This is an optimization exercise on Yosys and OpenROAD, whose aim is small area, not a production implementation.
Only simulation tests tie the RTL to the original design; equivalence was not proved.
No activity file was given, so power comes from the tool's default toggle rates.

==> flow/design.v <==
module chan_ctrl
(
	input  wire clk,  
	input  wire rst_n,
	output wire [ 6:0] rd_addr,
	input  wire [31:0] rd_data,
	output wire [ 6:0] wr_addr,
	output wire [31:0] wr_data,
	output wire        wr_stb,
	input  wire        sync_stb,
	input  wire [31:0] ch_enas,
	output reg  [ 7:0] out_data,
	output wire        out_stb_addr,  
	output wire        out_stb_mix    
);
	localparam [4:0] W0  = 5'd10;   
	localparam [4:0] W2  = 5'd1;
	localparam [4:0] W3  = 5'd2;
	localparam [4:0] B0  = 5'd8;   
	localparam [4:0] B1  = 5'd4;
	localparam [4:0] B3  = 5'd5;
	localparam [4:0] BS  = 5'd6;   
	localparam [4:0] O0  = 5'd27;   
	localparam [4:0] O2  = 5'd20;
	localparam [4:0] A0  = 5'd9;   
	localparam [4:0] A3  = 5'd0;
	localparam [4:0] SZ  = 5'd11;  
	localparam [4:0] LP  = 5'd12;  
	localparam [4:0] SV  = 5'd13;  
	localparam [4:0] NE  = 5'd14;  
	localparam [4:0] ND0 = 5'd15;  
	localparam [4:0] ND2 = 5'd16;
	reg [4:0] st, next_st;
	reg [4:0] curr_ch;
	reg [31:0] offset;
	reg        c12;      
	reg        flag;     
	reg [5:0]  vol_l;    
	reg [5:0]  vol_r;    
	reg [13:0] base;     
	wire ch_ena = ch_enas[curr_ch];
	wire last   = &curr_ch;
	always @*
	case( st )
	W0:  next_st = sync_stb ? B0 : W0;
	W2:  next_st = sync_stb ? B3 : W3;
	W3:  next_st = sync_stb ? B0 : W0;
	B0:  next_st = ch_ena ? O0 : ND0;
	B3:  next_st = ch_ena ? O0 : ND0;
	B1:  next_st = ch_ena ? O2 : ND2;
	BS:  next_st = W2;
	O0:  next_st = A0;
	O2:  next_st = A3;
	A0:  next_st = SZ;
	A3:  next_st = SZ;
	SZ:  next_st = LP;
	LP:  next_st = SV;
	SV:  next_st = NE;
	NE:  next_st = last ? BS : B1;
	ND0: next_st = last ? BS : B1;
	ND2: next_st = last ? BS : B1;
	default: next_st = W0;
	endcase
	always @(posedge clk)
	if( !rst_n )
		st <= W0;
	else
		st <= next_st;
	wire s_next = (st==NE) || (st==ND0) || (st==ND2);
	wire s_offs = (st==O0) || (st==O2);
	wire s_add  = (st==A0) || (st==A3);
	wire s_size = (st==SZ);
	wire s_loop = (st==LP);
	wire s_save = (st==SV);
	wire [4:0] ch_inc;
	assign ch_inc[0] = s_next;
	genvar ci;
	generate
	for( ci=1; ci<5; ci=ci+1 ) begin: chi
		assign ch_inc[ci] = ch_inc[ci-1] & curr_ch[ci-1];
	end
	endgenerate
	always @(posedge clk)
		curr_ch <= {5{rst_n}} & (curr_ch ^ ch_inc);
	wire [12:0] lo;
	chan_ctrl_add12 u_lo (.a(offset[11:0]), .b(rd_data[25:14]), .s(lo));
	reg  [19:0] bop;
	always @*
	if( s_add )
		bop = {14'd0, rd_data[31:26]};
	else if( s_size )
		bop = ~rd_data[27:8];
	else if( s_loop )
		bop = flag ? rd_data[27:8] : 20'd0;
	else if( s_save )
		bop = 20'hFFFFF;
	else
		bop = {base[11:0], 8'd0};
	wire        cin = s_add || ((s_size || s_save) && c12);
	wire [20:0] hi;
	chan_ctrl_add20 u_hi (.a(offset[31:12]), .b(bop), .ci(cin), .s(hi));
	wire s_hw  = s_add || s_loop || s_save;
	wire h_lo  = !(s_offs || s_add);
	wire h_hi  = !(s_offs || s_hw);
	always @(posedge clk)
	begin
		offset[11:0]  <= ({12{s_offs}} & rd_data[11:0]) | ({12{s_add}} & lo[11:0]) | ({12{h_lo}} & offset[11:0]);
		offset[31:12] <= ({20{s_offs}} & rd_data[31:12]) | ({20{s_hw}} & hi[19:0]) | ({20{h_hi}} & offset[31:12]);
	end
	always @(posedge clk)
	begin
		c12  <= (s_add & lo[12]) | (!(s_add || s_next) & c12);
		flag <= (s_add & hi[20]) | (!s_add & (flag | (s_size & hi[20])));
	end
	wire s_ne   = (st==NE);
	wire h_vol  = !(s_add || s_next);
	wire h_b0   = !(s_size || s_ne);
	wire h_b1   = !(s_loop || s_ne);
	wire [5:0] vr_in = rd_data[5:0] ^ {6{rd_data[12]}};
	wire [13:0] bsum = {base[13:12] + {1'b0, hi[20]}, hi[19:8]};
	always @(posedge clk)
	begin
		vol_l       <= ({6{s_add}} & rd_data[11:6]) | ({6{s_next}} & offset[17:12]) | ({6{h_vol}} & vol_l);
		vol_r[1:0]  <= ({2{s_add}} & vr_in[1:0]) | ({2{s_next}} & offset[19:18]) | ({2{h_vol}} & vol_r[1:0]);
		vol_r[5:2]  <= ({4{s_add}} & vr_in[5:2]) | ({4{h_vol}} & vol_r[5:2]);
		base[7:0]   <= ({8{s_size}} & rd_data[7:0]) | ({8{s_ne}} & bsum[7:0]) | ({8{h_b0}} & base[7:0]);
		base[13:8]  <= ({6{s_loop}} & rd_data[5:0]) | ({6{s_ne}} & bsum[13:8]) | ({6{h_b1}} & base[13:8]);
	end
	reg [1:0] ra;
	always @*
	case( st )
	W2, O0, O2, ND0, ND2: ra = 2'd1;
	A0, A3:               ra = 2'd2;
	SZ, LP, SV, NE:       ra = 2'd3;
	default:              ra = 2'd0;
	endcase
	assign rd_addr = {curr_ch, ra};
	assign wr_addr = {curr_ch, 2'd0};
	assign wr_data = offset;
	assign wr_stb  = (st==NE);
	assign out_stb_mix  = rst_n && ( (st==LP) || (st==SV) || (st==NE) );
	assign out_stb_addr = rst_n && ( (st==B1) || (st==BS) || (st==O2) || (st==ND2) ||
	                                 (st==W2) || (st==A3) || (st==B3) || (st==W3) );
	always @*
	case( st )
	LP:          out_data = offset[11:4];
	SV:          out_data = {2'd0, vol_l};
	NE:          out_data = {2'd0, vol_r};
	B1, BS:      out_data = {2'd0, base[13:8]};
	O2, ND2, W2: out_data = base[7:0];
	default:     out_data = {vol_r[1:0], vol_l};
	endcase
endmodule
module chan_ctrl_add12
(
	input  wire [11:0] a,
	input  wire [11:0] b,
	output wire [12:0] s
);
	wire [11:0] g = a & b;
	wire [11:0] p = a ^ b;
	wire [12:0] c;
	assign c[0] = 1'b0;
	genvar gi;
	generate
	for( gi=0; gi<12; gi=gi+2 ) begin: grp
		assign c[gi+1] = g[gi] | p[gi] & c[gi];
		assign c[gi+2] = g[gi+1] | p[gi+1] & g[gi] | p[gi+1] & p[gi] & c[gi];
	end
	endgenerate
	assign s = {c[12], p ^ c[11:0]};
endmodule
module chan_ctrl_add20
(
	input  wire [19:0] a,
	input  wire [19:0] b,
	input  wire        ci,
	output wire [20:0] s
);
	wire [19:0] g = a & b;
	wire [19:0] p = a ^ b;
	wire [10:0] c;    
	wire [10:0] c0;   
	wire [10:0] c1;   
	assign c[0]  = ci;
	assign c0[0] = 1'b0;
	assign c1[0] = 1'b1;
	genvar gi;
	generate
	for( gi=0; gi<10; gi=gi+2 ) begin: grp
		assign c[gi+1]  = g[gi] | p[gi] & c[gi];
		assign c[gi+2]  = g[gi+1] | p[gi+1] & g[gi] | p[gi+1] & p[gi] & c[gi];
		assign c0[gi+1] = g[gi+10] | p[gi+10] & c0[gi];
		assign c0[gi+2] = g[gi+11] | p[gi+11] & g[gi+10] | p[gi+11] & p[gi+10] & c0[gi];
		assign c1[gi+1] = g[gi+10] | p[gi+10] & c1[gi];
		assign c1[gi+2] = g[gi+11] | p[gi+11] & g[gi+10] | p[gi+11] & p[gi+10] & c1[gi];
	end
	endgenerate
	wire [10:0] cu = c[10] ? c1 : c0;
	assign s = {cu[10], p ^ {cu[9:0], c[9:0]}};
endmodule
Settings: LEC_CHECK=0, CAP_MARGIN=20, CORE_MARGIN=2, CORE_UTILIZATION=65, SLEW_MARGIN=20; clock period 5.0 ns.
standard.sh (not shown) runs the stock make flow with config.mk's settings and CLKGATE_MAP_FILE= SYNTH_SCRIPT=/design/flow/synth_recipe.tcl, a recipe that flattens the netlist after the stock synthesis.
==> flow/flow/run.sh <==
#!/bin/bash
# Own layout flow. Synthesis: the standard synthesis, then the same
# synthesis again with an area-oriented ABC mapping (flow/own_abc.tcl); the
# second netlist is used only if its registers are exactly the standard
# synthesis's (names and cell types), else the standard one is kept.
# Layout: the standard ORFS steps, with port buffers of the smallest buffer
# cell and a small clock tree without dummy loads. Each tool's output goes
# to its own log in this folder.
set -euo pipefail
R=orfs/results/sky130hd/chan_ctrl/base
bash standard.sh synth > synth_standard.log 2>&1
cp $R/1_2_yosys.v standard_1_2_yosys.v
{ head -1 synth_recipe.tcl; cat flow/own_abc.tcl; tail -n +2 synth_recipe.tcl; } > own_synth.tcl
bash standard.sh clean_synth > clean_synth.log 2>&1
if bash standard.sh SYNTH_SCRIPT=$PWD/own_synth.tcl synth > synth_own.log 2>&1 &&
   python3 flow/regs.py standard_1_2_yosys.v $R/1_2_yosys.v > regs_check.log 2>&1; then
  echo "using the own synthesis" >> regs_check.log
else
  echo "using the standard synthesis" >> regs_check.log
  bash standard.sh clean_synth > clean_synth2.log 2>&1
  bash standard.sh synth > synth_standard2.log 2>&1
fi
export BUFFER_PORTS_ARGS="-buffer_cell sky130_fd_sc_hd__buf_1"
export CTS_ARGS="-sink_clustering_enable -repair_clock_nets -dont_use_dummy_load -root_buf sky130_fd_sc_hd__clkbuf_8 -buf_list {sky130_fd_sc_hd__clkbuf_4 sky130_fd_sc_hd__clkbuf_8}"
bash standard.sh finish > layout.log 2>&1
Other scripts of this flow, unchanged in this note and not shown: flow/flow/own_abc.tcl, flow/flow/regs.py
Change:
--- a/flow/flow/run.sh
+++ b/flow/flow/run.sh
@@ -22,4 +22,5 @@
 fi
 export BUFFER_PORTS_ARGS="-buffer_cell sky130_fd_sc_hd__buf_1"
-export CTS_ARGS="-sink_clustering_enable -repair_clock_nets -dont_use_dummy_load -root_buf sky130_fd_sc_hd__clkbuf_8 -buf_list {sky130_fd_sc_hd__clkbuf_4 sky130_fd_sc_hd__clkbuf_8}"
+export PRE_GLOBAL_PLACE_TCL=$PWD/flow/pre_gpl.tcl
+export CTS_ARGS="-sink_clustering_enable -repair_clock_nets -dont_use_dummy_load -root_buf sky130_fd_sc_hd__clkbuf_8 -buf_list {sky130_fd_sc_hd__clkbuf_4}"
 bash standard.sh finish > layout.log 2>&1
==> flow/flow/pre_gpl.tcl (new file) <==
# Sourced before global placement (PRE_GLOBAL_PLACE_TCL): remove the
# synthesis buffers, as timing-driven placement would, so that placement
# need not be timing-driven; later timing repair buffers what it needs.
remove_buffers
--- a/flow/config.mk
+++ b/flow/config.mk
@@ -9,3 +9,4 @@
 export CORE_MARGIN = 2
 export CORE_UTILIZATION = 65
+export GPL_TIMING_DRIVEN = 0
 export SLEW_MARGIN = 20
After rerunning: Total power barely changes. Wire length decreases by 2.0%. Sequential power barely changes.

==> static timing again, ports no longer ideal <==
The flow's constraints put no driver on any port. The routed layouts listed below were extracted and timed again, unchanged, in two steps.
Step 1 assumes that a clkbuf_16 drives the clock port and a buf_2 every other input.
Step 2 times the ports against the registers' clock, not the clock port: input delays grow and output delays shrink by t, the midpoint of the rising clock arrivals with the driver on.
a / b / c = no drivers / after step 1 / after step 2; a / b = the first two.
run	t, ns	slack for setup (ns)	worst setup path at the end	cell pins on the clock port's net
the first run	0.377	0.437 / 0.437 / 0.353	input to register	1
the second run	0.378	0.326 / 0.326 / 0.143	input to register	1
After both steps every run listed still meets setup and hold. The setup slack of the second run, which loses most, moves by 0.000 ns with the drivers and by -0.183 ns with both steps.
